What follows belongs to an exercise in optimizing a design on an open flow for small area, a short achievable clock period and few clock cycles; a production flow would make more cautious choices.
In this exercise RTL edits were held to simulation tests only and were not proved equivalent to the original.

`flow/run.sh`:
```
#!/bin/bash
# The standard layout (standard.sh), with each port buffered by a
# sky130_fd_sc_hd__buf_1 instead of the larger cell buffer_ports picks.
# standard.sh's output goes to standard.log in this folder.
export BUFFER_PORTS_ARGS="-buffer_cell sky130_fd_sc_hd__buf_1"
bash standard.sh > standard.log 2>&1
```
`constraint.sdc`:
```
create_clock -name core_clock -period 9.0 [get_ports {clk}]
set_input_delay 1.8000 -clock core_clock [delete_from_list [all_inputs] [get_ports {clk}]]
set_output_delay 1.8000 -clock core_clock [all_outputs]
set_load 0.01 [all_outputs]
```
`standard.sh`:
```
#!/bin/bash
# synth_recipe.tcl (not shown) runs the flow's synth.tcl, then flattens the netlist and writes it again
# the make line also repeats each setting of config.mk as NAME=value (left out here)
make -C /OpenROAD-flow-scripts/flow DESIGN_CONFIG=/design/flow/config.mk WORK_HOME=/design/flow/orfs CLKGATE_MAP_FILE= SYNTH_SCRIPT=/design/flow/synth_recipe.tcl "${@:-finish}"
```
`design.v`:
```
module muldiv
(
    input  logic        clk,
    input  logic        rst,
    input  logic        start,
    input  logic [2:0]  funct3,
    input  logic [31:0] rs1,
    input  logic [31:0] rs2,
    output logic        ready,
    output logic        done,
    output logic [31:0] result
);
logic st_idle, st_mul, st_dneg, st_norm, st_div, st_corr, st_fix, st_done;
logic [64:0] X;
logic [32:0] Y;        
logic        dneg;     
logic [4:0]  cnt;
logic        o_hi;     
logic        o_corr;   
logic        o_rem;    
logic        o_neg;    
wire        p_sgn  = ~funct3[0];                           
wire        p_dneg = funct3[2] & p_sgn & rs2[31];
always_ff @(posedge clk) begin
    if (funct3[2])
        Y <= {1'b0, rs2 ^ {32{p_dneg}}};
    else
        Y <= {((funct3 == 3'b001) | (funct3 == 3'b010)) & rs1[31], rs1};
    dneg <= p_dneg;
end
logic sel_ah, sel_ar, sel_y1, sel_y2, sel_bh, sel_bl, sel_bm, inv, cin;
logic sel_c1, sel_c2, cneg;
wire [36:0] ysx = {{4{Y[32]}}, Y};
wire [36:0] aop = ({37{sel_ah}} & {{4{X[64]}}, X[64:32]})
                | ({37{sel_ar}} & {{3{X[64]}}, X[64:31]});
wire [36:0] bop = ({37{sel_y1}} & ysx)
                | ({37{sel_y2}} & {ysx[35:0], 1'b0})
                | ({37{sel_bh}} & {5'b00000, X[63:32]})
                | ({37{sel_bl}} & {5'b00000, X[31:0]})
                | ({37{sel_bm}} & {5'b00000, X[59:28]});
wire [34:0] cm    = ({35{sel_c1}} & ysx[34:0])
                  | ({35{sel_c2}} & {ysx[33:0], 1'b0});
wire [36:0] cop   = {cm ^ {35{cneg}}, {2{cneg}}};
wire [36:0] bx    = bop ^ {37{inv}};
wire [36:0] csum  = aop ^ bx ^ cop;
wire [36:0] ccar  = {(aop[35:0] & bx[35:0]) | (aop[35:0] & cop[35:0]) | (bx[35:0] & cop[35:0]), cneg};
wire [37:0] S38   = {csum, 1'b1} + {ccar, cin};
wire [36:0] S     = S38[37:1];
wire        sneg  = S[36];
function automatic logic [3:0] niblen(input logic [31:0] x);
    niblen = 4'd0;
    for (int i = 0; i < 8; i++)
        if (x[4*i +: 4] != 4'd0) niblen = 4'(i + 1);
endfunction
wire       dz    = (Y[31:0] == 32'd0) & ~dneg;
wire [3:0] na    = niblen(X[63:32]);
wire [3:0] nd    = niblen(Y[31:0]);
logic [2:0] nnm1;
always_comb begin
    if (dz || na <= nd)      nnm1 = 3'd0;
    else if (na >= nd + 4'd7) nnm1 = 3'd7;
    else                     nnm1 = 3'(na - nd);
end
wire [63:0] xn = {32'd0, X[63:32]} << {~nnm1, 2'b00};    
wire last = (cnt == 5'd0);
wire [19:0] nxt0, nxt1;
muldiv_next nx0 (.sg(1'b0), .nxt(nxt0), .*);
muldiv_next nx1 (.sg(1'b1), .nxt(nxt1), .*);
wire [19:0] nxt = sneg ? nxt1 : nxt0;
wire [3:0] nx  = st_idle ? rs2[3:0] : X[7:4];
wire       npv = st_idle ? 1'b0 : X[3];
wire nb_one = nx[0] ^ npv;
wire nb_two = (nx[1] & ~nx[0] & ~npv) | (~nx[1] & nx[0] & npv);
wire nb_neg = nx[1] & ~(nx[0] & npv);
wire nc_one = nx[2] ^ nx[1];
wire nc_two = (nx[3] & ~nx[2] & ~nx[1]) | (~nx[3] & nx[2] & nx[1]);
wire nc_neg = nx[3] & ~(nx[2] & nx[1]);
always_ff @(posedge clk) begin
    if (st_idle)
        X[64:32] <= {1'b0, rs1 & {32{funct3[2]}}};
    else if (st_mul)
        X[64:32] <= S[36:4];
    else if (st_norm)
        X[64:32] <= {1'b0, xn[63:32]};
    else  
        X[64:32] <= {S[32] & ~st_dneg, S[31:0]};
    if (st_idle)
        X[31:0] <= rs2;
    else if (st_mul)
        X[31:0] <= {S[3:0], X[31:4]};
    else if (st_norm)
        X[31:0] <= xn[31:0];
    else if (st_fix | st_dneg | st_corr | (st_div & last & o_rem))    
        X[31:0] <= S[31:0];
    else  
        X[31:0] <= {X[30:0], ~sneg};
    cnt <= st_norm ? {nnm1, 2'b11} : (st_idle ? 5'd7 : cnt - 5'd1);
    if (st_idle) begin
        o_hi   <= (funct3 != 3'b000);
        o_corr <= funct3[1] & rs2[31];
        o_rem  <= funct3[1];
        o_neg  <= funct3[1] ? (p_sgn & rs1[31]) : (p_sgn & (rs1[31] ^ rs2[31]));
    end
    {sel_ah, sel_ar, sel_y1, sel_y2, sel_bh, sel_bl, sel_bm, inv, cin, sel_c1, sel_c2, cneg} <= nxt[19:8];
    if (rst) begin
        {st_idle, st_mul, st_dneg, st_norm, st_div, st_corr, st_fix, st_done} <= 8'b10000000;
    end else begin
        {st_idle, st_mul, st_dneg, st_norm, st_div, st_corr, st_fix, st_done}
            <= nxt[7:0];
    end
end
assign ready  = st_idle;
assign done   = st_done;
assign result = X[31:0];
endmodule
module muldiv_next
(
    input  logic        sg,
    input  logic        st_idle, st_mul, st_dneg, st_norm, st_div, st_corr, st_fix, st_done,
    input  logic        start,
    input  logic [2:0]  funct3,
    input  logic [31:0] rs1,
    input  logic        p_sgn, p_dneg,
    input  logic        last, dz,
    input  logic        o_hi, o_corr, o_rem, o_neg,
    input  logic        nb_one, nb_two, nb_neg, nc_one, nc_two, nc_neg,
    output logic [19:0] nxt
);
wire early  = sg | dz;                  
wire n_idle = (st_idle & ~start) | st_done;
wire n_mul  = (st_idle & start & ~funct3[2]) | (st_mul & ~last);
wire n_dneg = st_idle & start & funct3[2] & p_sgn & rs1[31];
wire n_norm = (st_idle & start & funct3[2] & ~(p_sgn & rs1[31])) | st_dneg;
wire n_div  = (st_norm & ~early) | (st_div & ~last);
wire n_corr = st_div & last & o_rem & sg;
wire n_fix  = (st_mul & last & o_hi)
            | (st_norm & early)
            | (st_div & last & o_neg & ~(o_rem & sg))
            | (st_corr & o_neg);
wire n_done = (st_mul & last & ~o_hi)
            | (st_div & last & ~o_neg & ~(o_rem & sg))
            | (st_corr & ~o_neg);
wire n_sub  = st_norm | ~sg;
logic nf_ah, nf_by, nf_bh, nf_bl, nf_bm, nf_inv, nf_cin;
always_comb begin
    if (st_mul) begin
        nf_ah = 1'b1; nf_by = o_corr; nf_bh = 1'b0; nf_bl = 1'b0; nf_bm = 1'b0; nf_inv = 1'b0; nf_cin = 1'b0;
    end else if (st_norm) begin
        nf_ah = 1'b0; nf_by = 1'b0; nf_bh = 1'b0; nf_bl = 1'b0; nf_bm = o_rem;
        nf_inv = o_rem ? o_neg : dz;
        nf_cin = o_rem & o_neg;
    end else begin
        nf_ah = 1'b0; nf_by = 1'b0; nf_bh = o_rem; nf_bl = ~o_rem; nf_bm = 1'b0; nf_inv = o_neg; nf_cin = o_neg;
    end
end
assign nxt[19] = n_mul | n_norm | n_corr | (n_fix & nf_ah);                           
assign nxt[18] = n_div;                                                               
assign nxt[17] = (n_mul & nb_one) | n_div | n_norm | n_corr | (n_fix & nf_by);        
assign nxt[16] = n_mul & nb_two;                                                      
assign nxt[15] = n_dneg | (n_fix & nf_bh);                                            
assign nxt[14] = n_fix & nf_bl;                                                       
assign nxt[13] = n_fix & nf_bm;                                                       
assign nxt[12] = (n_mul & nb_neg) | (n_div & n_sub) | n_norm | n_dneg | (n_fix & nf_inv);  
assign nxt[11] = (n_mul & nb_neg) | (n_div & (n_sub ^ p_dneg)) | (n_norm & ~p_dneg)
               | (n_corr & p_dneg) | n_dneg | (n_fix & nf_cin);                       
assign nxt[10]  = n_mul & nc_one;                                                      
assign nxt[9]  = n_mul & nc_two;                                                      
assign nxt[8]  = n_mul & nc_neg;                                                      
assign nxt[7:0] = {n_idle, n_mul, n_dneg, n_norm, n_div, n_corr, n_fix, n_done | st_fix};
endmodule
```
`config.mk`:
```
export PLATFORM = sky130hd
export DESIGN_NAME = muldiv
export DESIGN_NICKNAME = muldiv
export VERILOG_FILES = /design/flow/design.v
export SDC_FILE = /design/flow/constraint.sdc
export NUM_CORES = 4
export LEC_CHECK = 0
export ABC_CLOCK_PERIOD_IN_PS = 4000
export CAP_MARGIN = 20
export CORE_MARGIN = 2
export CORE_UTILIZATION = 50
export SETUP_SLACK_MARGIN = 4.0
export SLEW_MARGIN = 20
```
==> results.txt, run 1 <==
area grow syn2layout=9.54%; reg2reg path depth=14; number of synthesized flops with an enable pin=4; fmax=203 MHz; worst hold path class=reg -> reg; Post-Syn Area=12700 um^2; Die Y=163 um; first-pass iteration count of the detailed router=10; Yosys reg bits=128; asr flop ratio synth=0%; cells after synthesis=1628; Final HPWL DP=41000 um; Tcrit/Tclk final=54.7%; CP Cell Sequence=nor4_2, nand2_1, o21ai_0, ha_1, ha_1, a21o_1, a21o_1, a211oi_1, or2_4, buf_6, mux2i_1, a221oi_1, o21ai_0, a22o_1; Fin. Hold Viols=0; status=no timing/DRC/antenna violations; worst r2r src=Y[23]$_DFF_P_; Max FO, Critical Path=30; Synthesized Nets=1784; worst skew pair latency=450 ps; port bufs=103; Clock Pin Slew Worst Setup and Hold Paths=70 ps; initial antenna violation count=0; capture point of the worst reg-to-reg path=X[38]$_DFF_P_; DRT iter0 DRCs=1976; row cnt=58; CP Buf/Inv Count=1; max cap viols=0; share of cells above drive strength 1=8.77%; Crit. End Element=flip-flop; GRT Util Overall=42.7%; hold_ws=405 ps; Clock Skew=15.5 ps; fin worst setup slack=4080 ps; Largest regs=X (65), Y (33), cnt (5); DR vias/cell=7.05; routed len/inst=30.4 um; # DRC=0; nets@finish=1773; hold endpoint=cnt[0]$_SDFF_PP1_; n_diodes=0; WL met3=7480 um; Synth area leaders=dfxtp_1 20%, xnor2_1 8.3%, a22oi_1 6.1%; slew at the pin closest to its max-slew limit=1120 ps; delay-heaviest family, CP=compound AO/OA/AOI/OAI gates; final setup violation count=0; vias=13800; Most flops, register=X; Setup TNS Final=0 ps; number of synthesis warnings=2; Die Wd=163 um; post-synthesis cell type count=82; Longest Clk Path Bufs=2; Final Core Density=55.5%; top-area cell type share of the netlist area=19.5%; GPL Wtd Cong=1.09; critical-path cell with the highest stage delay=nor4_2; Period minus WS final=4920 ps; drt total wl=59700 um; first-pass GRT wire length=84000 um; Slew headroom=25.2%; dpl cells=1919; gr ovfl total=0; clock sink count=128; vias in the first global route=12700; I/O pins=104; TritonCTS buffer count=17; clock root buffer=clkbuf_16; critical setup path kind=reg -> reg; Hold Crit Start=cnt[0]$_SDFF_PP1_; CTS tree=yes; Syn Area/Cell=7.81 um^2; delay of the slowest critical-path stage=700 ps; CTS Hold Buffers Added=0; Setup crit start kind=flip-flop; DIE AREA=26700 um^2; Worst R2R Setup Slack=4080 ps; largest net degree at the start of global routing=73; CP arrival=5250 ps; Top Metal Used=met5; Hold Path Depth=1; Place WS=3500 ps; RSZ-0062 raised after global routing=yes; Core ar.=25100 um^2; cell area after placement=12900 um^2; DR WL met2=25400 um; max reg flops=65; H-tree levels=4; CP required=9330 ps; Seq/Total Area, Yosys=20.5%; area leader, netlist=dfxtp_1; Post-DRT Antenna Nets=0; final instance area=13900 um^2; Starting Density=50.7%; Final Non-Filler Cells=1960; Metal-1 WL=23500 um; Synth Flop Type=dfxtp_1; fin. max-slew vios=0
## cell usage in the layout, fill, tap and decap left out, types with 21 or more instances in the layout
master    instances
a21oi_1         129
a221oi_1         28
mux2i_1          49
buf_1           102
xnor2_1         118
a21o_1           27
nor2_1           93
buf_4            21
dfxtp_1         114
nand2_1         164
inv_1            91
a22oi_1         104
fa_1             37
nor3_1           23
ha_1             45
a222oi_1         36
o21ai_0          71
## worst register-to-register path, cell delays in order (launching register included)
cell and delay [ps]:
dfxtp_1 380, nor4_2 700, nand2_1 100, o21ai_0 480, ha_1 340, ha_1 290
a21o_1 160, a21o_1 210, a211oi_1 390, or2_4 340, buf_6 340, mux2i_1 240
a221oi_1 360, o21ai_0 220, a22o_1 240
## synthesized netlist by cell type (5+ instances only)
library cell    n
o211ai_1       10
buf_1          10
o21bai_1       11
a221o_1         6
or3_1           7
dfxtp_1       124
nor2b_1        11
nor4_1          7
nand2b_1       12
a211oi_1       11
a21oi_1       130
nand3_1        17
a21o_1         27
a22o_1         14
ha_1           49
and2_1          5
a222oi_1       36
o21ai_0        72
a31oi_1        12
clkbuf_1      106
buf_2          12
a22oi_1       104
a21boi_0        6
a2bb2oi_1       5
or4_1           6
nor4_2          5
o22ai_1         9
nand2_1       164
buf_4          34
a221oi_1       31
nand4_1        10
mux2i_1        51
o21ai_1        16
xnor2_1       120
o221ai_1       15
fa_1           37
inv_1          91
xor2_1         20
and3_1          7
nor3_1         25
o21a_1         17
nor2_1         95
## routing by layer
layer  up-vias  track usage [%]
li1       5929                -
met1      6583             57.2
met2      1075             65.6
met3       232             9.60
met4         4             18.4
met5         -             2.46
## cells by family (layout without fill, tap and decap cells)
family / Yosys count / count (layout) / synth area share (%)
flip-flops: 128 / 128 / 20.5
multiplexers: 53 / 53 / 4.19
buffers and inverters: 258 / 260 / 8.85
XOR/XNOR: 140 / 140 / 9.64
AO/OA/AOI/OAI: 570 / 570 / 31.5
adder cells (fa/ha/maj): 86 / 86 / 10.6
AND/OR/NAND/NOR: 393 / 393 / 14.7
## worst max path at each step
| stage | to | cells past startpoint | slack [ps] | from |
|---|---|---|---|---|
| global route | X[26]$_DFF_P_ | 17 | 3960 | sel_bh$_DFF_P_ |
| detailed placement | sel_bh$_DFF_P_ | 16 | 3500 | cneg$_DFF_P_ |
| global placement | sel_bh$_DFF_P_ | 16 | 3530 | cneg$_DFF_P_ |
| finish | X[38]$_DFF_P_ | 14 | 4080 | Y[23]$_DFF_P_ |
| floorplan | sel_bh$_DFF_P_ | 18 | 4410 | cneg$_DFF_P_ |
| CTS | sel_bh$_DFF_P_ | 16 | 3930 | cneg$_DFF_P_ |
## cell type report
cell class	count	area, um^2
timing repair buffer	134	718
inverter	94	353
tap	330	413
sequential	128	2640
clock buffer	20	447
fill	2462	11200
clock inverter	12	134
multi-input combinational	1242	9230
## what timing repair did
| item | in CTS | in global routing |
|---|---|---|
| buffers inserted | 0 | 9 |
| gates resized for setup | 19 | 41 |
| pin swaps | 1 | 6 |
| setup endpoints to repair | 50 | 49 |
Testbench counts, summed over its fixed seeds: cycles 32,841.
==> inputs of run 2 (changes only) <==
--- a/config.mk
+++ b/config.mk
@@ -9,5 +9,6 @@
 export CAP_MARGIN = 20
 export CORE_MARGIN = 2
 export CORE_UTILIZATION = 50
+export CTS_BUF_LIST = sky130_fd_sc_hd__clkbuf_4 sky130_fd_sc_hd__clkbuf_8
 export SETUP_SLACK_MARGIN = 4.0
 export SLEW_MARGIN = 20
==> run 2 against run 1 <==
  * Still clean
  * Area after synthesis stayed put
  * Non-clock buffer count is 3 higher
  * Routed wire length is 0.51% higher
  * Critical path type unchanged
  * Largest cell class unchanged
==> results.txt, run 2 <==
status=no timing/DRC/antenna violations (unchanged); Die Y=163 um (unchanged); largest net degree at the start of global routing=73 (unchanged); Final HPWL DP=41000 um (unchanged); routed len/inst=30.6 um (was 30.4 um); most frequent cells in the layout=163 x nand2_1, 127 x a21oi_1, 118 x xnor2_1 (was 164 x nand2_1, 129 x a21oi_1, 118 x xnor2_1); DIE AREA=26700 um^2 (unchanged); # DRC=0 (unchanged); Slew headroom=23.5% (was 25.2%); critical setup path kind=reg -> reg (unchanged); CP required=9360 ps (was 9330 ps); Clock Pin Slew Worst Setup and Hold Paths=100 ps (was 70 ps); Yosys reg bits=128 (unchanged); Synthesized Nets=1784 (unchanged); Starting Density=50.7% (unchanged); delay-heaviest family, CP=compound AO/OA/AOI/OAI gates (unchanged); first-pass GRT wire length=83700 um (was 84000 um); Final Core Density=55.0% (was 55.5%); CP arrival=5370 ps (was 5250 ps); DR vias/cell=7.01 (was 7.05); Largest regs=X (65), Y (33), cnt (5) (unchanged); area leader, netlist=dfxtp_1 (unchanged); RSZ-0062 raised after global routing=no (was yes); DRT iter0 DRCs=1937 (was 1976); Crit. End Element=flip-flop (unchanged); gr ovfl total=0 (unchanged); Die Wd=163 um (unchanged); Period minus WS final=5010 ps (was 4920 ps); H-tree levels=4 (unchanged); Most flops, register=X (unchanged); Setup crit start kind=flip-flop (unchanged); Seq/Total Area, Yosys=20.5% (unchanged); share of cells above drive strength 1=9.43% (was 8.77%); Syn Area/Cell=7.81 um^2 (unchanged); Synth Flop Type=dfxtp_1 (unchanged); CTS tree=yes (unchanged); Setup TNS Final=0 ps (unchanged); number of synthesized flops with an enable pin=4 (unchanged); asr flop ratio synth=0% (unchanged); CP Cell Sequence=nor4_2, nand2_1, o21ai_0, ha_1, ha_1, a21o_1, a21o_1, a211oi_1, or2_4, buf_6, mux2i_1, a221oi_1, o21ai_0, a22o_1 (unchanged); Tcrit/Tclk final=55.6% (was 54.7%); top-area cell type share of the netlist area=19.5% (unchanged); nets@finish=1776 (was 1773); clock root buffer=clkbuf_8 (was clkbuf_16); n_diodes=0 (unchanged); cells after synthesis=1628 (unchanged); GPL Wtd Cong=1.09 (unchanged); fmax=200 MHz (was 203 MHz); max reg flops=65 (unchanged); vias=13800 (about the same); Max FO, Critical Path=30 (unchanged); Synth area leaders=dfxtp_1 20%, xnor2_1 8.3%, a22oi_1 6.1% (unchanged); Core ar.=25100 um^2 (unchanged); fillcell total=2487 (was 2462); commonest non-fill, non-tap cell in the layout=nand2_1 (unchanged); worst hold path class=reg -> reg (unchanged); critical-path cell with the highest stage delay=nor4_2 (unchanged); row cnt=58 (unchanged); port bufs=103 (unchanged); Post-DRT Antenna Nets=0 (unchanged); Fin. Hold Viols=0 (unchanged); number of synthesis warnings=2 (unchanged); vias in the first global route=12700 (about the same); Synth top cells by count=164 x nand2_1, 130 x a21oi_1, 124 x dfxtp_1 (unchanged); area grow syn2layout=8.52% (was 9.54%); max cap viols=0 (unchanged); Reg area=2640 um^2 (unchanged); worst skew pair latency=470 ps (was 450 ps); drt total wl=60000 um (was 59700 um); TritonCTS buffer count=17 (unchanged); post-synthesis cell type count=82 (unchanged); delay of the slowest critical-path stage=730 ps (was 700 ps); initial antenna violation count=0 (unchanged); footprint of the multi-input gates=9250 um^2 (was 9230 um^2); fin. max-slew vios=0 (unchanged); Longest Clk Path Bufs=2 (unchanged); clock sink count=128 (unchanged); CTS Hold Buffers Added=0 (unchanged); CP Buf/Inv Count=1 (unchanged); first-pass iteration count of the detailed router=9 (was 10); GRT Util Overall=42.5% (was 42.7%); top-count cell post-synth=nand2_1 (unchanged); Clock Skew=20.3 ps (was 15.5 ps); final setup violation count=0 (unchanged); Post-Syn Area=12700 um^2 (unchanged); I/O pins=104 (unchanged); slew at the pin closest to its max-slew limit=1140 ps (was 1120 ps)
## run 2: cell counts after synthesis
Identical to the previous run, type by type.
## run 2: layout make-up
class / instances / share of cell area (%)
Tap cell: 330 / 2.99
Timing Repair Buffer: 137 / 5.44
Clock inverter: 12 / 0.970
Multi-Input combinational cell: 1242 / 67.0
Inverter: 94 / 2.56
Sequential cell: 128 / 19.1
Clock buffer: 20 / 1.90
## run 2: what timing repair did
item                                    in CTS  in global routing
cloned                                       0                  0
endpoints found under the setup margin      50                 49
gates resized for setup                     20                 46
setup buffers                                0                 12
pin swaps                                    1                  9
## run 2: layer usage
layer  track usage, %  routed length (um)
met1             56.7               24100
met2             65.8               25400
met3             9.75                7000
met4             17.6                3420
met5             2.46                  85
## run 2: through the flow
| step | instances | cell area, um^2 | hold slack [ps] | setup slack, ps |
|---|---|---|---|---|
| 6_report | 1963 | 13800 | 411 | 3990 |
| 3_5_place_dp | 1919 | 12900 | 394 | 3500 |
| 4_1_cts | 1951 | 13400 | 418 | 3930 |
| 5_1_grt | 1963 | 13800 | 432 | 3960 |
| 3_3_place_gp | 1919 | 12900 | 384 | 3530 |
| 2_1_floorplan | 1628 | 12700 | 371 | 4410 |
## run 2: final timing paths
path	start	endpoint	slack (ps)	cells after the start
setup / recovery	Y[23]$_DFF_P_	X[38]$_DFF_P_	3990	14
hold / removal	cnt[0]$_SDFF_PP1_	cnt[0]$_SDFF_PP1_	410	1
setup reg to reg	Y[23]$_DFF_P_	X[38]$_DFF_P_	3990	14
hold reg to reg	cnt[0]$_SDFF_PP1_	cnt[0]$_SDFF_PP1_	410	1
## run 2: cells by family (layout without fill, tap and decap cells)
| kind of cell | count (synthesis) | in the layout | synth area share [%] |
|---|---|---|---|
| AO/OA/AOI/OAI | 570 | 570 | 31.5 |
| AND/OR/NAND/NOR | 393 | 393 | 14.7 |
| buffers and inverters | 258 | 263 | 8.85 |
| XOR/XNOR | 140 | 140 | 9.64 |
| flip-flops | 128 | 128 | 20.5 |
| adder cells (fa/ha/maj) | 86 | 86 | 10.6 |
| multiplexers | 53 | 53 | 4.19 |
==> inputs of run 3 (changes only) <==
--- a/config.mk
+++ b/config.mk
@@ -10,5 +10,5 @@
 export CORE_MARGIN = 2
 export CORE_UTILIZATION = 50
 export CTS_BUF_LIST = sky130_fd_sc_hd__clkbuf_4 sky130_fd_sc_hd__clkbuf_8
-export SETUP_SLACK_MARGIN = 4.0
+export SETUP_SLACK_MARGIN = 4.3
 export SLEW_MARGIN = 20
==> run 3 against run 2 <==
  * Core utilization grew 3.8 points
  * Register-to-register slack improved by 300 ps
  * Clock-buffer cell count did not move
  * Worst hold slack improved by 2.4 ps
  * Non-clock buffer count is 34 higher
  * Sequential share of layout area down 1.2 points
  * Critical path depth is 3 higher
  * Critical endpoint is now X[10]$_DFF_P_
  * Maximum frequency is 6.4% higher
  * Global-route usage up 1.8 points
==> results.txt, run 3 <==
Synthesized Nets=1784 (unchanged); drt total wl=61500 um (was 60000 um); CTS tree=yes (unchanged); nets@finish=1810 (was 1776); GRT Util Overall=44.3% (was 42.5%); Worst path most repeated cell=o21ai_1; gr ovfl total=0 (unchanged); Final Core Density=58.8% (was 55.0%); Hold Crit Start=cnt[0]$_SDFF_PP1_ (unchanged); Reg area=2640 um^2 (about the same); GPL Wtd Cong=1.09 (unchanged); area leader, netlist=dfxtp_1 (unchanged); Clock Skew=20.0 ps (was 20.3 ps); hold_ws=413 ps (was 411 ps); n_diodes=0 (unchanged); top-count cell post-synth=nand2_1 (unchanged); Clock Pin Slew Worst Setup and Hold Paths=100 ps (about the same); Seq/Total Area, Yosys=20.5% (unchanged); fin worst setup slack=4290 ps (was 3990 ps); DRT iter0 DRCs=2128 (was 1937); Die Wd=163 um (unchanged); area grow syn2layout=16.1% (was 8.52%); DR vias/cell=7.04 (was 7.01); CP required=9330 ps (was 9360 ps); fmax=213 MHz (was 200 MHz); initial antenna violation count=0 (unchanged); commonest non-fill, non-tap cell in the layout=nand2_1 (unchanged); max cap viols=0 (unchanged); routed len/inst=30.8 um (was 30.6 um); worst skew pair latency=480 ps (was 470 ps); Post-DRT Antenna Nets=0 (unchanged); Place WS=3500 ps (unchanged); share of cells above drive strength 1=16.0% (was 9.43%); clock sink count=128 (unchanged); first-pass iteration count of the detailed router=9 (unchanged); number of synthesis warnings=2 (unchanged); Setup TNS Final=0 ps (unchanged); H-tree levels=4 (unchanged); fillcell total=2397 (was 2487); DIE AREA=26700 um^2 (unchanged); most frequent cells in the layout=162 x nand2_1, 122 x a21oi_1, 110 x dfxtp_1, 110 x xnor2_1, 104 x a22oi_1 (was 163 x nand2_1, 127 x a21oi_1, 118 x xnor2_1); Setup crit start=Y[15]$_DFF_P_ (was Y[23]$_DFF_P_); vias=14100 (was 13800); Period minus WS final=4710 ps (was 5010 ps); final setup violation count=0 (unchanged); first-pass GRT wire length=86700 um (was 83700 um); Crit. End Element=flip-flop (unchanged); CP arrival=5030 ps (was 5370 ps); delay of the slowest critical-path stage=570 ps (was 730 ps); Most flops, register=X (unchanged); fin. max-slew vios=0 (unchanged); cells after synthesis=1628 (unchanged); Final HPWL DP=41000 um (unchanged); I/O pins=104 (unchanged); Starting Density=50.7% (unchanged); vias in the first global route=12900 (was 12700); post-synthesis cell type count=82 (unchanged); asr flop ratio synth=0% (unchanged); number of synthesized flops with an enable pin=4 (unchanged); port bufs=103 (unchanged); worst r2r src=Y[15]$_DFF_P_ (was Y[23]$_DFF_P_); Longest Clk Path Bufs=2 (unchanged); final instance area=14800 um^2 (was 13800 um^2); max reg flops=65 (unchanged); Die Y=163 um (unchanged); slew at the pin closest to its max-slew limit=1130 ps (was 1140 ps); # DRC=0 (unchanged); cell area after placement=12900 um^2 (unchanged); Synth area leaders=dfxtp_1 20%, xnor2_1 8.3%, a22oi_1 6.1% (unchanged); top-area cell type share of the netlist area=19.5% (unchanged); CP Buf/Inv Count=2 (was 1); Setup crit start kind=flip-flop (unchanged); row cnt=58 (unchanged); Max FO, Critical Path=19 (was 30); worst hold path class=reg -> reg (unchanged); Core ar.=25100 um^2 (unchanged); RSZ-0062 raised after global routing=yes (was no); status=no timing/DRC/antenna violations (unchanged); CP Cell Sequence=nor4_4, a21boi_2, o21ai_1, nand2_1, buf_4, ha_1, ha_1, a21o_1, a21o_1, a211oi_4, nor2_4, buf_16, a22oi_1, o21ai_1, a221oi_1, o21bai_1, o21ai_1 (was nor4_2, nand2_1, o21ai_0, ha_1, ha_1, a21o_1, a21o_1, a211oi_1, or2_4, buf_6, mux2i_1, a221oi_1, o21ai_0, a22o_1); Synth Flop Type=dfxtp_1 (unchanged); Tcrit/Tclk final=52.3% (was 55.6%); TritonCTS buffer count=17 (unchanged); critical setup path kind=reg -> reg (unchanged); Synth top cells by count=164 x nand2_1, 130 x a21oi_1, 124 x dfxtp_1 (unchanged); largest net degree at the start of global routing=73 (unchanged); Post-Syn Area=12700 um^2 (unchanged); clock root buffer=clkbuf_8 (unchanged); critical-path cell with the highest stage delay=nor4_4 (was nor4_2); Fin. Hold Viols=0 (unchanged); delay-heaviest family, CP=compound AO/OA/AOI/OAI gates (unchanged); Syn Area/Cell=7.81 um^2 (unchanged); footprint of the multi-input gates=9820 um^2 (was 9250 um^2); Slew headroom=24.8% (was 23.5%); Largest regs=X (65), Y (33), cnt (5) (unchanged); Yosys reg bits=128 (unchanged)
-- run 3: changes by cell type in the layout (fill, tap and decap cells not counted), moves of 8 or more --
cell	before	now
mux2i_1	49	33
buf_4	23	44
a221oi_1	28	18
xnor2_1	118	110
xnor2_2	2	10
mux2i_2	2	14
ha_4	1	10
a221oi_2	3	13
ha_1	44	32
-- run 3: cells by family (layout without fill, tap and decap cells) --
kind of cell             count (synthesis)  count (layout)  synth area share (%)
AO/OA/AOI/OAI                          570             570                  31.5
AND/OR/NAND/NOR                        393             393                  14.7
multiplexers                            53              53                  4.19
flip-flops                             128             128                  20.5
buffers and inverters                  258             297                  8.85
adder cells (fa/ha/maj)                 86              86                  10.6
XOR/XNOR                               140             140                  9.64
-- run 3: per-layer routing --
metal | vias up | share of wire, % | track usage (%) | wire (um)
li1 | 6001 | - | - | -
met1 | 6775 | 39 | 58.9 | 24100
met2 | 1071 | 43 | 67.5 | 26700
met3 | 206 | 12 | 10.6 | 7600
met4 | 0 | 5.1 | 20.7 | 3150
met5 | - | 0 | 1.14 | 0
-- run 3: area by class of cell --
| type | instances | share of cell area (%) |
|---|---|---|
| clock buffer | 20 | 1.78 |
| multi-input combinational | 1242 | 66.5 |
| timing repair buffer | 171 | 7.75 |
| clock inverter | 12 | 0.907 |
| inverter | 94 | 2.39 |
| sequential | 128 | 17.9 |
| tap | 330 | 2.80 |
-- run 3: path summary, 6_finish.rpt --
kind | to | slack (ps) | cells after the start
worst max register to register | X[10]$_DFF_P_ | 4290 | 17
worst min-delay path | cnt[0]$_SDFF_PP1_ | 410 | 1
worst min register to register | cnt[0]$_SDFF_PP1_ | 410 | 1
worst max-delay path | X[10]$_DFF_P_ | 4290 | 17
-- run 3: stage by stage --
step	instances
5_1_grt	1997
6_report	1997
4_1_cts	1964
2_1_floorplan	1628
3_3_place_gp	1919
3_5_place_dp	1919
-- run 3: timing repair --
action | CTS | global route
endpoints found under the setup margin | 75 | 65
buffers inserted | 12 | 29
cloned | 1 | 4
hold buffers | 0 | 0
resized for setup | 65 | 122
pin swaps | 8 | 58
-- run 3: worst reg2reg max path, cell delays in order (launching register included) --
cell	delay (ps)
dfxtp_1	400
nor4_4	570
a21boi_2	130
o21ai_1	200
nand2_1	130
buf_4	180
ha_1	280
ha_1	290
a21o_1	160
a21o_1	230
a211oi_4	410
nor2_4	170
buf_16	210
a22oi_1	340
o21ai_1	160
a221oi_1	460
o21bai_1	180
o21ai_1	80
==> inputs of run 4 (changes only) <==
--- a/config.mk
+++ b/config.mk
@@ -5,10 +5,10 @@
 export SDC_FILE = /design/flow/constraint.sdc
 export NUM_CORES = 4
 export LEC_CHECK = 0
-export ABC_CLOCK_PERIOD_IN_PS = 4000
+export ABC_CLOCK_PERIOD_IN_PS = 3000
 export CAP_MARGIN = 20
 export CORE_MARGIN = 2
 export CORE_UTILIZATION = 50
 export CTS_BUF_LIST = sky130_fd_sc_hd__clkbuf_4 sky130_fd_sc_hd__clkbuf_8
-export SETUP_SLACK_MARGIN = 4.3
+export SETUP_SLACK_MARGIN = 4.0
 export SLEW_MARGIN = 20
==> run 4 against run 3 <==
  * Register-to-register slack lost 300 ps
  * Final cell count shrank 1.7%
  * Flip-flop and latch count stayed put
  * Setup slack got worse by 300 ps
==> results.txt, run 4 <==
status=no timing/DRC/antenna violations (unchanged); Largest regs=X (65), Y (33), cnt (5) (unchanged); largest net degree at the start of global routing=73 (unchanged); grt met1 use=56.7% (was 58.9%); DRT iter0 DRCs=1937 (was 2128); critical setup path kind=reg -> reg (unchanged); CTS Hold Buffers Added=0 (unchanged); delay of the slowest critical-path stage=730 ps (was 570 ps); Synth Area in Compound Gates=31.5% (unchanged); post-synthesis adder-cell area fraction=10.6% (unchanged); port bufs=103 (unchanged); Seq/Total Area, Yosys=20.5% (unchanged); most frequent cells in the layout=163 x nand2_1, 127 x a21oi_1, 118 x xnor2_1 (was 162 x nand2_1, 122 x a21oi_1, 110 x dfxtp_1, 110 x xnor2_1, 104 x a22oi_1); CP arrival=5370 ps (was 5030 ps); GR peak layer=met2 (unchanged); first-pass iteration count of the detailed router=9 (unchanged); H-tree levels=4 (unchanged); vias=13800 (was 14100); clock root buffer=clkbuf_8 (unchanged); Core ar.=25100 um^2 (unchanged); routed len/inst=30.6 um (was 30.8 um); area leader, netlist=dfxtp_1 (unchanged); Crit. End Element=flip-flop (unchanged); CP Cell Sequence=nor4_2, nand2_1, o21ai_0, ha_1, ha_1, a21o_1, a21o_1, a211oi_1, or2_4, buf_6, mux2i_1, a221oi_1, o21ai_0, a22o_1 (was nor4_4, a21boi_2, o21ai_1, nand2_1, buf_4, ha_1, ha_1, a21o_1, a21o_1, a211oi_4, nor2_4, buf_16, a22oi_1, o21ai_1, a221oi_1, o21bai_1, o21ai_1); I/O pins=104 (unchanged); number of synthesis warnings=2 (unchanged); cells after synthesis=1628 (unchanged); Max FO, Critical Path=30 (was 19); Syn Area/Cell=7.81 um^2 (unchanged); worst hold path class=reg -> reg (unchanged); Period minus WS final=5010 ps (was 4710 ps); n_diodes=0 (unchanged); Synth area leaders=dfxtp_1 20%, xnor2_1 8.3%, a22oi_1 6.1% (unchanged); slew at the pin closest to its max-slew limit=1140 ps (was 1130 ps); Clock Skew=20.3 ps (was 20.0 ps); mux share of post-synthesis cell area=4.19% (unchanged); Tcrit/Tclk final=55.6% (was 52.3%); Synthesized Nets=1784 (unchanged); initial antenna violation count=0 (unchanged); fin. max-slew vios=0 (unchanged); asr flop ratio synth=0% (unchanged); xor/xnor share of the synthesized area=9.64% (unchanged); number of synthesized flops with an enable pin=4 (unchanged); GRT Util Overall=42.5% (was 44.3%); delay-heaviest family, CP=compound AO/OA/AOI/OAI gates (unchanged); area grow syn2layout=8.52% (was 16.1%); Simple-Gate Fraction of Synth Area=14.7% (unchanged); Setup TNS Final=0 ps (unchanged); CP Buf/Inv Count=1 (was 2); Final HPWL DP=41000 um (unchanged); commonest non-fill, non-tap cell in the layout=nand2_1 (unchanged); Die Wd=163 um (unchanged); Most flops, register=X (unchanged); worst skew pair latency=470 ps (was 480 ps); Synth Flop Type=dfxtp_1 (unchanged); final setup violation count=0 (unchanged); drt total wl=60000 um (was 61500 um); GR Util met2=65.8% (was 67.5%); clock sink count=128 (unchanged); Final Core Density=55.0% (was 58.8%); Clock Pin Slew Worst Setup and Hold Paths=100 ps (about the same); Slew headroom=23.5% (was 24.8%); TritonCTS buffer count=17 (unchanged); Starting Density=50.7% (unchanged); row cnt=58 (unchanged); top-area cell type share of the netlist area=19.5% (unchanged); hold_ws=411 ps (was 413 ps); DR vias/cell=7.01 (was 7.04); Die Y=163 um (unchanged); first-pass GRT wire length=83700 um (was 86700 um); GPL Wtd Cong=1.09 (unchanged); fmax=200 MHz (was 213 MHz); Fin. Hold Viols=0 (unchanged); critical-path cell with the highest stage delay=nor4_2 (was nor4_4); RSZ-0062 raised after global routing=no (was yes); max reg flops=65 (unchanged); share of cells above drive strength 1=9.43% (was 16.0%); post-synthesis cell type count=82 (unchanged); Longest Clk Path Bufs=2 (unchanged); Synth top cells by count=164 x nand2_1, 130 x a21oi_1, 124 x dfxtp_1 (unchanged); met3 usage=9.75% (was 10.6%); Post-DRT Antenna Nets=0 (unchanged); gr ovfl total=0 (unchanged); top-count cell post-synth=nand2_1 (unchanged); Post-Syn Area=12700 um^2 (unchanged); CTS tree=yes (unchanged); vias in the first global route=12700 (was 12900); main combinational cell family by area after synthesis=compound AO/OA/AOI/OAI gates (unchanged); nets@finish=1776 (was 1810); max cap viols=0 (unchanged); DIE AREA=26700 um^2 (unchanged); Yosys reg bits=128 (unchanged); CP required=9360 ps (was 9330 ps); # DRC=0 (unchanged); Setup crit start kind=flip-flop (unchanged)
## run 4: final cells by class
| type | instances | area (um^2) |
|---|---|---|
| tap | 330 | 413 |
| fill | 2487 | 11300 |
| inverter | 94 | 353 |
| clock buffer | 20 | 263 |
| multi-input combinational | 1242 | 9250 |
| sequential | 128 | 2640 |
| timing repair buffer | 137 | 751 |
| clock inverter | 12 | 134 |
## run 4: through the flow
step	setup slack [ps]	cell area, um^2	instances
6_report	3990	13800	1963
3_5_place_dp	3500	12900	1919
4_1_cts	3930	13400	1951
3_3_place_gp	3530	12900	1919
2_1_floorplan	4410	12700	1628
5_1_grt	3960	13800	1963
## run 4: repair_timing
action                                  in CTS  in global routing
endpoints found under the setup margin      50                 49
setup buffers                                0                 12
gates resized for setup                     20                 46
pin swaps                                    1                  9
## run 4: final timing paths
kind,from,slack [ps],cells after the start,endpoint
worst min register to register,cnt[0]$_SDFF_PP1_,410,1,cnt[0]$_SDFF_PP1_
worst max register to register,Y[23]$_DFF_P_,3990,14,X[38]$_DFF_P_
worst min-delay path,cnt[0]$_SDFF_PP1_,410,1,cnt[0]$_SDFF_PP1_
worst max-delay path,Y[23]$_DFF_P_,3990,14,X[38]$_DFF_P_
## run 4: metal layers
layer	vias up	wire (um)
li1	5919	-
met1	6544	24100
met2	1052	25400
met3	236	7000
met4	4	3420
met5	-	85
## run 4: logic make-up after synthesis
logic type | after synthesis
muxes | 53
DFF | 128
AOI/OAI and AO/OA | 570
xor gates and xnor gates | 140
adders and majority gates | 86
and+or+nand+nor | 393
buffers and inverters | 258
==> inputs of run 5 (changes only) <==
--- a/design.v
+++ b/design.v
@@ -44,8 +44,8 @@
 wire [36:0] bx    = bop ^ {37{inv}};
 wire [36:0] csum  = aop ^ bx ^ cop;
 wire [36:0] ccar  = {(aop[35:0] & bx[35:0]) | (aop[35:0] & cop[35:0]) | (bx[35:0] & cop[35:0]), cneg};
-wire [37:0] S38   = {csum, 1'b1} + {ccar, cin};
-wire [36:0] S     = S38[37:1];
+wire [36:0] S;
+muldiv_add37 add (.a(csum), .b(ccar), .cin(cin), .s(S));
 wire        sneg  = S[36];
 function automatic logic [3:0] niblen(input logic [31:0] x);
     niblen = 4'd0;
@@ -168,3 +168,32 @@
 assign nxt[8]  = n_mul & nc_neg;                                                      
 assign nxt[7:0] = {n_idle, n_mul, n_dneg, n_norm, n_div, n_corr, n_fix, n_done | st_fix};
 endmodule
+module muldiv_add37
+(
+    input  logic [36:0] a,
+    input  logic [36:0] b,
+    input  logic        cin,
+    output logic [36:0] s
+);
+wire [36:0] g = a & b;
+wire [36:0] p = a ^ b;
+wire [37*7-1:0] G, P;
+assign G[36:0] = {g[36:1], g[0] | (p[0] & cin)};
+assign P[36:0] = p;
+genvar l, i;
+generate
+    for (l = 0; l < 6; l++) begin : lvl
+        for (i = 0; i < 37; i++) begin : bit_
+            if (((i >> l) & 1) == 1) begin : op
+                localparam int J = ((i >> l) << l) - 1;
+                assign G[37*(l+1) + i] = G[37*l + i] | (P[37*l + i] & G[37*l + J]);
+                assign P[37*(l+1) + i] = P[37*l + i] & P[37*l + J];
+            end else begin : pass
+                assign G[37*(l+1) + i] = G[37*l + i];
+                assign P[37*(l+1) + i] = P[37*l + i];
+            end
+        end
+    end
+endgenerate
+assign s = p ^ {G[37*6 +: 36], cin};
+endmodule
--- a/config.mk
+++ b/config.mk
@@ -5,7 +5,7 @@
 export SDC_FILE = /design/flow/constraint.sdc
 export NUM_CORES = 4
 export LEC_CHECK = 0
-export ABC_CLOCK_PERIOD_IN_PS = 3000
+export ABC_CLOCK_PERIOD_IN_PS = 4000
 export CAP_MARGIN = 20
 export CORE_MARGIN = 2
 export CORE_UTILIZATION = 50
==> run 5 against run 4 <==
  * Core utilization fell by 0.64 points
  * Still clean
  * Critical path type unchanged
==> results.txt, run 5 <==
first-pass iteration count of the detailed router=9 (unchanged); DRT iter0 DRCs=2021 (was 1937); fillcell total=2410 (was 2487); Hold Path Depth=1 (unchanged); reg2reg path depth=16 (was 14); top-count cell post-synth=nand2_1 (unchanged); cell area after placement=12600 um^2 (was 12900 um^2); footprint of the multi-input gates=8840 um^2 (was 9250 um^2); share of cells above drive strength 1=8.36% (was 9.43%); Period minus WS final=4890 ps (was 5010 ps); DR WL met2=23300 um (was 25400 um); routed len/inst=28.0 um (was 30.6 um); Max FO, Critical Path=33 (was 30); port bufs=103 (unchanged); asr flop ratio synth=0% (unchanged); nets@finish=1690 (was 1776); first-pass GRT wire length=77500 um (was 83700 um); GRT Util Overall=39.6% (was 42.5%); vias=12800 (was 13800); WL met3=6150 um (was 7000 um); Yosys reg bits=128 (unchanged); CP required=9430 ps (was 9360 ps); top-area cell type share of the netlist area=20.0% (was 19.5%); Post-DRT Antenna Nets=0 (unchanged); CTS tree=yes (unchanged); Setup crit start kind=flip-flop (unchanged); final instance area=13200 um^2 (was 13800 um^2); cells after synthesis=1535 (was 1628); DIE AREA=26000 um^2 (was 26700 um^2); Synthesized Nets=1695 (was 1784); Metal-1 WL=20700 um (was 24100 um); Clock Skew=19.8 ps (was 20.3 ps); Reg area=2610 um^2 (was 2640 um^2); row cnt=57 (was 58); number of synthesized flops with an enable pin=4 (unchanged); gr ovfl total=0 (unchanged); worst skew pair latency=490 ps (was 470 ps); Top Metal Used=met4 (was met5); fin. max-slew vios=0 (unchanged); Die Wd=161 um (was 163 um); area leader, netlist=dfxtp_1 (unchanged); max reg flops=65 (unchanged); Die Y=161 um (was 163 um); Fin. Hold Viols=0 (unchanged); Setup TNS Final=0 ps (unchanged); worst hold path class=reg -> reg (unchanged); initial antenna violation count=1 (was 0); largest net degree at the start of global routing=44 (was 73); post-synthesis cell type count=86 (was 82); I/O pins=104 (unchanged); RSZ-0062 raised after global routing=yes (was no); clock root buffer=clkbuf_8 (unchanged); status=no timing/DRC/antenna violations (unchanged); Slew headroom=20.3% (was 23.5%); critical setup path kind=reg -> reg (unchanged); number of synthesis warnings=2 (unchanged); DR vias/cell=6.87 (was 7.01); Starting Density=50.9% (was 50.7%); # DRC=0 (unchanged); Seq/Total Area, Yosys=21.0% (was 20.5%); fmax=205 MHz (was 200 MHz); Largest regs=X (65), Y (33), cnt (5) (unchanged); Final HPWL DP=36400 um (was 41000 um); area grow syn2layout=6.68% (was 8.52%); Most flops, register=X (unchanged); max cap viols=0 (unchanged); slew at the pin closest to its max-slew limit=1190 ps (was 1140 ps); CP arrival=5310 ps (was 5370 ps); most frequent cells in the layout=143 x nand2_1, 121 x dfxtp_1, 106 x a22oi_1, 106 x a21oi_1, 102 x buf_1 (was 163 x nand2_1, 127 x a21oi_1, 118 x xnor2_1); Syn Area/Cell=8.07 um^2 (was 7.81 um^2); Synth area leaders=dfxtp_1 20%, fa_1 7.0%, a22oi_1 6.4% (was dfxtp_1 20%, xnor2_1 8.3%, a22oi_1 6.1%); Synth Flop Type=dfxtp_1 (unchanged); clock sink count=128 (unchanged); Clock Pin Slew Worst Setup and Hold Paths=100 ps (about the same); hold_ws=410 ps (was 411 ps); GPL Wtd Cong=1.01 (was 1.09); drt total wl=52400 um (was 60000 um); Post-Syn Area=12400 um^2 (was 12700 um^2); final setup violation count=0 (unchanged); vias in the first global route=12300 (was 12700); Tcrit/Tclk final=54.3% (was 55.6%); Core ar.=24300 um^2 (was 25100 um^2); Longest Clk Path Bufs=2 (unchanged); commonest non-fill, non-tap cell in the layout=nand2_1 (unchanged); n_diodes=0 (unchanged); H-tree levels=4 (unchanged); CTS Hold Buffers Added=0 (unchanged); Synth top cells by count=144 x nand2_1, 124 x dfxtp_1, 106 x a21oi_1, 106 x a22oi_1, 104 x clkbuf_1 (was 164 x nand2_1, 130 x a21oi_1, 124 x dfxtp_1); TritonCTS buffer count=17 (unchanged); Crit. End Element=flip-flop (unchanged)
## run 5: cell types whose count changed after synthesis, sizes merged, moves of 9 or more
cell	previous run	this run
nand2	165	144
o21ai	89	78
mux2	2	12
inv	92	78
xor2	20	46
xnor2	120	78
a21o	27	10
nor3	29	20
a21oi	131	108
## run 5: cells by family after synthesis
logic type,share of synthesized area [%]
compound gates,30.1
xor+xnor,8.77
fa+ha+maj,11.7
buf+inv,8.74
flops,21.0
mux,5.49
simple gates,14.2
## run 5: per-layer routing
metal	up-vias	global-route usage, %
met2	891	62.4
met1	6151	52.6
met3	169	9.30
met5	-	0
li1	5624	-
met4	0	15.9
## run 5: worst max-delay path, stage by stage, from the launching register on
cell and delay [ps]:
dfxtp_1 310, buf_4 260, a222oi_1 400, nand2_1 120, xnor2_1 180, fa_1 560, inv_1 50, ha_1 370
a21o_1 240, a31oi_2 320, o211ai_1 200, a221o_1 430, or2_2 350, fa_1 580, inv_1 50, o32a_1 330
nor2_1 80
## run 5: layout make-up
type | instances | share of cell area [%]
multi-input combinational | 1168 | 66.9
sequential | 128 | 19.7
timing repair buffer | 137 | 4.90
tap | 324 | 3.07
inverter | 78 | 2.23
clock buffer | 17 | 1.77
clock inverter | 15 | 1.44
## run 5: repair_timing
item | CTS | global route
gates cloned | 0 | 1
hold endpoints to repair | 0 | 0
endpoints found under the setup margin | 25 | 69
resized for setup | 1 | 18
pin swaps | 2 | 2
setup buffers | 5 | 0
## run 5: stage by stage
stage	utilization, %	cells	setup slack (ps)
2_1_floorplan	-	1535	4410
3_3_place_gp	51.9	1829	3650
3_5_place_dp	51.9	1829	3610
4_1_cts	53.9	1866	4010
5_1_grt	54.3	1867	3980
6_report	54.3	1867	4110
## run 5: path summary, 6_finish.rpt
kind,start,to,slack [ps]
hold / removal,cnt[0]$_SDFF_PP1_,cnt[0]$_SDFF_PP1_,410
setup reg to reg,sel_y2$_DFF_P_,X[64]$_SDFF_PP0_,4110
hold reg to reg,cnt[0]$_SDFF_PP1_,cnt[0]$_SDFF_PP1_,410
setup / recovery,sel_y2$_DFF_P_,X[64]$_SDFF_PP0_,4110
Testbench counts of run 5, summed over its fixed seeds: cycles 32,841.
==> inputs of run 6 (changes only) <==
--- a/config.mk
+++ b/config.mk
@@ -10,5 +10,5 @@
 export CORE_MARGIN = 2
 export CORE_UTILIZATION = 50
 export CTS_BUF_LIST = sky130_fd_sc_hd__clkbuf_4 sky130_fd_sc_hd__clkbuf_8
-export SETUP_SLACK_MARGIN = 4.0
+export SETUP_SLACK_MARGIN = 4.5
 export SLEW_MARGIN = 20
==> run 6 against run 5 <==
  * Design area grew 6.3%
  * Synthesized cell count is the same
  * Clock-buffer cell count is the same
  * Die area is the same
  * Register-to-register slack gained 320 ps
  * Worst hold slack gained 4.6 ps
  * Area after synthesis is the same
  * Routed wire length grew 2.7%
  * Sequential share of layout area shrank 1.0 points
  * Final cell count grew 1.7%
  * Maximum frequency grew 7.0%
==> results.txt, run 6 <==
status=no timing/DRC/antenna violations (unchanged); GR Util met2=61.1% (was 62.4%); mux share of post-synthesis cell area=5.49% (unchanged); CTS Hold Buffers Added=0 (unchanged); Setup crit start kind=flip-flop (unchanged); first-pass GRT wire length=77900 um (was 77500 um); Most flops, register=X (unchanged); Hold Path Depth=1 (unchanged); GPL Wtd Cong=1.02 (was 1.01); Final HPWL DP=36100 um (was 36400 um); post-synthesis cell type count=86 (unchanged); Synth top cells by count=144 x nand2_1, 124 x dfxtp_1, 106 x a21oi_1, 106 x a22oi_1, 104 x clkbuf_1 (unchanged); commonest non-fill, non-tap cell in the layout=nand2_1 (unchanged); final setup violation count=0 (unchanged); nets@finish=1721 (was 1690); Post-DRT Antenna Nets=0 (unchanged); delay of the slowest critical-path stage=560 ps (was 580 ps); asr flop ratio synth=0% (unchanged); GRT Util Overall=39.8% (was 39.6%); grt met1 use=53.7% (was 52.6%); DR vias/cell=6.97 (was 6.87); clock sink count=128 (unchanged); port bufs=103 (unchanged); Core ar.=24300 um^2 (unchanged); dpl cells=1831 (was 1829); worst hold path class=reg -> reg (unchanged); Max FO, Critical Path=9 (was 33); gr ovfl total=0 (unchanged); Largest regs=X (65), Y (33), cnt (5) (unchanged); routed len/inst=28.3 um (was 28.0 um); slew at the pin closest to its max-slew limit=1180 ps (was 1190 ps); Period minus WS final=4570 ps (was 4890 ps); CP Cell Sequence=clkbuf_16, a222oi_1, nand2_1, xnor2_1, fa_1, inv_1, ha_1, a211oi_4, nor3_4, o2111ai_4, buf_12, a2111oi_4, buf_4, or2_4, fa_1, inv_1, o32a_1, nor2_1 (was buf_4, a222oi_1, nand2_1, xnor2_1, fa_1, inv_1, ha_1, a21o_1, a31oi_2, o211ai_1, a221o_1, or2_2, fa_1, inv_1, o32a_1, nor2_1); Simple-Gate Fraction of Synth Area=14.2% (unchanged); reg2reg path depth=18 (was 16); top-count cell post-synth=nand2_1 (unchanged); max reg flops=65 (unchanged); Final Core Density=57.7% (was 54.3%); CP arrival=4990 ps (was 5310 ps); Final Non-Filler Cells=1899 (was 1867); GR peak layer=met2 (unchanged); Clock Skew=22.2 ps (was 19.8 ps); final instance area=14000 um^2 (was 13200 um^2); Fin. Hold Viols=0 (unchanged); row cnt=57 (unchanged); top-area cell type share of the netlist area=20.0% (unchanged); worst r2r src=sel_y1$_DFF_P_ (was sel_y2$_DFF_P_); H-tree levels=4 (unchanged); vias in the first global route=12400 (was 12300); hold endpoint=cnt[0]$_SDFF_PP1_ (unchanged); worst skew pair latency=500 ps (was 490 ps); Synth Area in Compound Gates=30.1% (unchanged); Post-Syn Area=12400 um^2 (unchanged); Die Y=161 um (unchanged); post-synthesis adder-cell area fraction=11.7% (unchanged); Crit. End Element=flip-flop (unchanged); Hold Crit Start=cnt[0]$_SDFF_PP1_ (unchanged); first-pass iteration count of the detailed router=10 (was 9); CP Buf/Inv Count=5 (was 3); area grow syn2layout=13.4% (was 6.68%); RSZ-0062 raised after global routing=yes (unchanged); fillcell total=2290 (was 2410); Die Wd=161 um (unchanged); Clock Pin Slew Worst Setup and Hold Paths=110 ps (was 100 ps); vias=13200 (was 12800); main combinational cell family by area after synthesis=compound AO/OA/AOI/OAI gates (unchanged); stages on the worst setup path=18 (was 16); DRT iter0 DRCs=1927 (was 2021); largest net degree at the start of global routing=44 (unchanged); drt total wl=53700 um (was 52400 um); number of synthesis warnings=2 (unchanged); CP required=9430 ps (about the same); fin. max-slew vios=0 (unchanged); Setup TNS Final=0 ps (unchanged); initial antenna violation count=0 (was 1); Seq/Total Area, Yosys=21.0% (unchanged); Syn Area/Cell=8.07 um^2 (unchanged); Synth Flop Type=dfxtp_1 (unchanged); critical-path cell with the highest stage delay=fa_1 (unchanged); share of cells above drive strength 1=14.0% (was 8.36%); max cap viols=0 (unchanged); Tcrit/Tclk final=50.7% (was 54.3%); delay-heaviest family, CP=adder cells (was compound AO/OA/AOI/OAI gates); DIE AREA=26000 um^2 (unchanged); most frequent cells in the layout=143 x nand2_1, 110 x dfxtp_1, 105 x a22oi_1 (was 143 x nand2_1, 121 x dfxtp_1, 106 x a22oi_1, 106 x a21oi_1, 102 x buf_1); CTS tree=yes (unchanged); TritonCTS buffer count=17 (unchanged); number of synthesized flops with an enable pin=4 (unchanged); clock root buffer=clkbuf_8 (unchanged); Yosys reg bits=128 (unchanged); area leader, netlist=dfxtp_1 (unchanged); Starting Density=50.9% (unchanged); Slew headroom=21.4% (was 20.3%); xor/xnor share of the synthesized area=8.77% (unchanged); Longest Clk Path Bufs=2 (unchanged); critical setup path kind=reg -> reg (unchanged); capture point of the worst reg-to-reg path=X[64]$_SDFF_PP0_ (unchanged); met3 usage=7.99% (was 9.30%); Synthesized Nets=1695 (unchanged); I/O pins=104 (unchanged); # DRC=0 (unchanged); cell area after placement=12700 um^2 (was 12600 um^2); fmax=219 MHz (was 205 MHz); Synth area leaders=dfxtp_1 20%, fa_1 7.0%, a22oi_1 6.4% (unchanged); cells after synthesis=1535 (unchanged); Worst R2R Setup Slack=4430 ps (was 4110 ps)
run 6: cell counts after synthesis:
Identical to the previous run, type by type.
run 6: layout make-up:
cell class | count | area [um^2] | share of cell area (%)
sequential | 128 | 2630 | 18.7
timing repair buffer | 168 | 1060 | 7.56
clock inverter | 15 | 163 | 1.16
clock buffer | 17 | 234 | 1.67
antenna | 1 | 2.50 | 0.0178
inverter | 78 | 294 | 2.09
multi-input combinational | 1168 | 9250 | 65.9
tap | 324 | 405 | 2.89
run 6: worst register-to-register path: stages (launching register included):
cell and delay [ps]:
dfxtp_4 410, clkbuf_16 200, a222oi_1 320, nand2_1 120, xnor2_1 160, fa_1 560, inv_1 60, ha_1 320
a211oi_4 300, nor3_4 80, o2111ai_4 320, buf_12 180, a2111oi_4 70, buf_4 170, or2_4 250, fa_1 520
inv_1 60, o32a_1 320, nor2_1 80
run 6: how the worst max path moves through the flow:
stage | startpoint | end | slack, ps
after global placement | sel_bm$_DFF_P_ | X[17]$_DFF_P_ | 3680
after CTS | X[39]$_DFF_P_ | X[43]$_DFF_P_ | 4430
after global routing | sel_y1$_DFF_P_ | X[30]$_DFF_P_ | 4300
after floorplan | sel_y1$_DFF_P_ | X[17]$_DFF_P_ | 4560
after detailed placement | sel_bm$_DFF_P_ | X[17]$_DFF_P_ | 3640
final | sel_y1$_DFF_P_ | X[64]$_SDFF_PP0_ | 4430
run 6: what timing repair did:
| action | 4_1_cts | 5_1_grt |
|---|---|---|
| endpoints found under the setup margin | 73 | 71 |
| setup buffers | 9 | 22 |
| gates cloned | 1 | 3 |
| pin swaps | 16 | 44 |
| endpoints found under the hold margin | 0 | 0 |
| gates resized for setup | 56 | 75 |
run 6: metrics by stage:
stage / setup slack [ps] / hold WS (ps)
after global placement: 3680 / 386
after floorplan: 4560 / 372
after CTS: 4430 / 420
final: 4430 / 414
after detailed placement: 3640 / 393
after global routing: 4300 / 431
run 6: layer usage:
layer  part of all wire [%]  vias to the layer above
li1                       -                     5700
met1                     40                     6335
met2                     43                      955
met3                     11                      243
met4                    5.9                        0
met5                      0                        -
run 6: cell families after synthesis:
| group | count (synthesis) |
|---|---|
| muxes | 66 |
| adders and majority gates | 90 |
| DFF | 128 |
| xor gates and xnor gates | 124 |
| buffers and inverters | 240 |
| AOI/OAI and AO/OA | 521 |
| and+or+nand+nor | 366 |
==> inputs of run 7 (changes only) <==
--- a/design.v
+++ b/design.v
@@ -75,25 +75,19 @@
 wire nc_one = nx[2] ^ nx[1];
 wire nc_two = (nx[3] & ~nx[2] & ~nx[1]) | (~nx[3] & nx[2] & nx[1]);
 wire nc_neg = nx[3] & ~(nx[2] & nx[1]);
+wire x_hs = ~(st_idle | st_mul | st_norm);
+wire x_ls = st_fix | st_dneg | st_corr | (st_div & last & o_rem);    
+wire x_ld = ~(st_idle | st_mul | st_norm | x_ls);
 always_ff @(posedge clk) begin
-    if (st_idle)
-        X[64:32] <= {1'b0, rs1 & {32{funct3[2]}}};
-    else if (st_mul)
-        X[64:32] <= S[36:4];
-    else if (st_norm)
-        X[64:32] <= {1'b0, xn[63:32]};
-    else  
-        X[64:32] <= {S[32] & ~st_dneg, S[31:0]};
-    if (st_idle)
-        X[31:0] <= rs2;
-    else if (st_mul)
-        X[31:0] <= {S[3:0], X[31:4]};
-    else if (st_norm)
-        X[31:0] <= xn[31:0];
-    else if (st_fix | st_dneg | st_corr | (st_div & last & o_rem))    
-        X[31:0] <= S[31:0];
-    else  
-        X[31:0] <= {X[30:0], ~sneg};
+    X[64:32] <= ({33{st_idle}} & {1'b0, rs1 & {32{funct3[2]}}})
+              | ({33{st_mul}}  & S[36:4])
+              | ({33{st_norm}} & {1'b0, xn[63:32]})
+              | ({33{x_hs}}    & {S[32] & ~st_dneg, S[31:0]});    
+    X[31:0]  <= ({32{st_idle}} & rs2)
+              | ({32{st_mul}}  & {S[3:0], X[31:4]})
+              | ({32{st_norm}} & xn[31:0])
+              | ({32{x_ls}}    & S[31:0])                         
+              | ({32{x_ld}}    & {X[30:0], ~sneg});               
     cnt <= st_norm ? {nnm1, 2'b11} : (st_idle ? 5'd7 : cnt - 5'd1);
     if (st_idle) begin
         o_hi   <= (funct3 != 3'b000);
--- a/config.mk
+++ b/config.mk
@@ -10,5 +10,5 @@
 export CORE_MARGIN = 2
 export CORE_UTILIZATION = 50
 export CTS_BUF_LIST = sky130_fd_sc_hd__clkbuf_4 sky130_fd_sc_hd__clkbuf_8
-export SETUP_SLACK_MARGIN = 4.5
+export SETUP_SLACK_MARGIN = 4.0
 export SLEW_MARGIN = 20
==> run 7 against run 6 <==
  * Largest cell class unchanged
  * Highest routed layer unchanged
  * Critical path type unchanged
  * Flip-flop and latch count stayed put
  * Area after synthesis fell by 6.6%
  * Critical endpoint is now X[46]$_DFF_P_
  * Clock-buffer cell count rose by 1
==> results.txt, run 7 <==
CP arrival=5190 ps (was 4990 ps); Place WS=3210 ps (was 3640 ps); hold_ws=417 ps (was 414 ps); Synth Area in Compound Gates=28.1% (was 30.1%); number of synthesis warnings=2 (unchanged); TritonCTS buffer count=17 (unchanged); Synth top cells by count=139 x nand2_1, 125 x a22oi_1, 124 x dfxtp_1 (was 144 x nand2_1, 124 x dfxtp_1, 106 x a21oi_1, 106 x a22oi_1, 104 x clkbuf_1); mux share of post-synthesis cell area=3.89% (was 5.49%); nets@finish=1596 (was 1721); slew at the pin closest to its max-slew limit=932 ps (was 1180 ps); Largest regs=X (65), Y (33), cnt (5) (unchanged); Setup crit start kind=flip-flop (unchanged); GRT Util Overall=39.0% (was 39.8%); Setup TNS Final=0 ps (unchanged); Clock Pin Slew Worst Setup and Hold Paths=90 ps (was 110 ps); final setup violation count=0 (unchanged); most frequent cells in the layout=139 x nand2_1, 125 x a22oi_1, 117 x dfxtp_1 (was 143 x nand2_1, 110 x dfxtp_1, 105 x a22oi_1); DIE AREA=24400 um^2 (was 26000 um^2); commonest non-fill, non-tap cell in the layout=nand2_1 (unchanged); first-pass iteration count of the detailed router=9 (was 10); post-synthesis adder-cell area fraction=12.6% (was 11.7%); Worst R2R Setup Slack=4190 ps (was 4430 ps); fin. max-slew vios=0 (unchanged); Most flops, register=X (unchanged); CTS tree=yes (unchanged); gr ovfl total=0 (unchanged); Post-DRT Antenna Nets=0 (unchanged); CP Cell Sequence=or4_1, o21bai_1, a21oi_1, nor2_1, o21bai_1, ha_1, nand2b_1, a2111oi_2, nor2_1, o211ai_1, buf_4, mux2i_1, nand2_1, a32o_1, a221o_1 (was clkbuf_16, a222oi_1, nand2_1, xnor2_1, fa_1, inv_1, ha_1, a211oi_4, nor3_4, o2111ai_4, buf_12, a2111oi_4, buf_4, or2_4, fa_1, inv_1, o32a_1, nor2_1); Seq/Total Area, Yosys=22.5% (was 21.0%); area leader, netlist=dfxtp_1 (unchanged); CTS Hold Buffers Added=0 (unchanged); Reg area=2610 um^2 (was 2630 um^2); # DRC=0 (unchanged); I/O pins=104 (unchanged); initial antenna violation count=0 (unchanged); asr flop ratio synth=0% (unchanged); top-count cell post-synth=nand2_1 (unchanged); drt total wl=47400 um (was 53700 um); area grow syn2layout=7.58% (was 13.4%); status=no timing/DRC/antenna violations (unchanged); CP required=9370 ps (was 9430 ps); fillcell total=2207 (was 2290); Synthesized Nets=1581 (was 1695); Syn Area/Cell=8.15 um^2 (was 8.07 um^2); worst hold path class=reg -> reg (unchanged); Synth Flop Type=dfxtp_1 (unchanged); footprint of the multi-input gates=8050 um^2 (was 9250 um^2); Yosys reg bits=128 (unchanged); vias=12000 (was 13200); Die Y=156 um (was 161 um); worst skew pair latency=470 ps (was 500 ps); vias in the first global route=11400 (was 12400); RSZ-0062 raised after global routing=yes (unchanged); H-tree levels=4 (unchanged); critical setup path kind=reg -> reg (unchanged); first-pass GRT wire length=71200 um (was 77900 um); Simple-Gate Fraction of Synth Area=13.8% (was 14.2%); Final HPWL DP=33600 um (was 36100 um); Slew headroom=37.0% (was 21.4%); row cnt=55 (was 57); Period minus WS final=4810 ps (was 4570 ps); Die Wd=156 um (was 161 um); share of cells above drive strength 1=7.46% (was 14.0%); clock sink count=128 (unchanged); top-area cell type share of the netlist area=21.5% (was 20.0%); Tcrit/Tclk final=53.5% (was 50.7%); largest net degree at the start of global routing=69 (was 44); DRT iter0 DRCs=1881 (was 1927)
[run 7: per-stage QoR]
step                      util (%)  instances  instance area [um^2]
after floorplan                  -       1420                 11600
after detailed placement      52.3       1692                 11800
after global placement        52.3       1692                 11800
final                         55.0       1734                 12400
after global routing          54.9       1733                 12400
after CTS                     54.4       1729                 12300
[run 7: cells by family after synthesis]
group                      after synthesis
AOI/OAI and AO/OA                      446
xor gates and xnor gates               133
adders and majority gates               91
buffers and inverters                  237
DFF                                    128
muxes                                   44
and+or+nand+nor                        341
[run 7: worst paths after layout]
path                            cells after the start              start                end
worst min-delay path                                1  cnt[0]$_SDFF_PP1_  cnt[0]$_SDFF_PP1_
worst max register to register                     15      X[43]$_DFF_P_      X[46]$_DFF_P_
worst max-delay path                               15      X[43]$_DFF_P_      X[46]$_DFF_P_
worst min register to register                      1  cnt[0]$_SDFF_PP1_  cnt[0]$_SDFF_PP1_
[run 7: layout make-up]
cell class,instances,share of cell area (%)
Inverter,95,2.87
Timing Repair Buffer,138,5.53
Antenna cell,1,0.0201
Multi-Input combinational cell,1055,64.7
Sequential cell,128,21.0
Tap cell,285,2.87
Clock buffer,18,1.94
Clock inverter,14,1.08
[run 7: per-layer routing]
metal,up-vias,track usage (%),wire (um)
met5,-,0,0
met4,0,15.2,1780
met3,126,8.78,5830
met2,900,58.6,20500
met1,5771,54.3,19300
li1,5231,-,-
[run 7: timing repair]
item                                    4_1_cts  5_1_grt
buffers inserted                              5        3
pin swaps                                     1        8
hold endpoints to repair                      0        0
endpoints found under the setup margin       58       62
resized for setup                            10       19
Testbench counts of run 7, summed over its fixed seeds: cycles 32,841.

-- port drivers added, routing unchanged --
No port has a modelled driver above. Below, the same layouts with a new extraction and two added sets of constraints. Step 1 (the two cells are an assumption about what drives the block):
set clk [get_ports {clk}]
set_driving_cell -lib_cell sky130_fd_sc_hd__clkbuf_16 $clk
set_driving_cell -lib_cell sky130_fd_sc_hd__buf_2 [delete_from_list [all_inputs] $clk]
Step 2 also shifts input and output timing later by t, the mid clock arrival at the registers, as if the neighbouring blocks saw the same clock. Three values: ideal ports, drivers, drivers and shift; two values: the first two.
| run | shift t [ns] | setup slack, ns | hold WS [ns] | clock arrival spread, ns |
|---|---|---|---|---|
| run 1 | 0.489 | 4.081 / 4.081 / 4.081 | 0.405 / 0.405 / 0.405 | 0.016 / 0.015 |
| run 2 | 0.508 | 3.993 / 3.993 / 3.993 | 0.411 / 0.411 / 0.411 | 0.021 / 0.020 |
| run 3 | 0.511 | 4.295 / 4.295 / 4.295 | 0.413 / 0.413 / 0.413 | 0.020 / 0.020 |
| run 4 | 0.508 | 3.993 / 3.993 / 3.993 | 0.411 / 0.411 / 0.411 | 0.021 / 0.020 |
| run 5 | 0.524 | 4.113 / 4.113 / 4.113 | 0.410 / 0.410 / 0.410 | 0.020 / 0.020 |
| run 6 | 0.533 | 4.433 / 4.433 / 4.433 | 0.414 / 0.414 / 0.414 | 0.022 / 0.022 |
| run 7 | 0.505 | 4.186 / 4.186 / 4.186 | 0.417 / 0.417 / 0.417 | 0.020 / 0.020 |
After both steps every run listed still meets setup and hold.
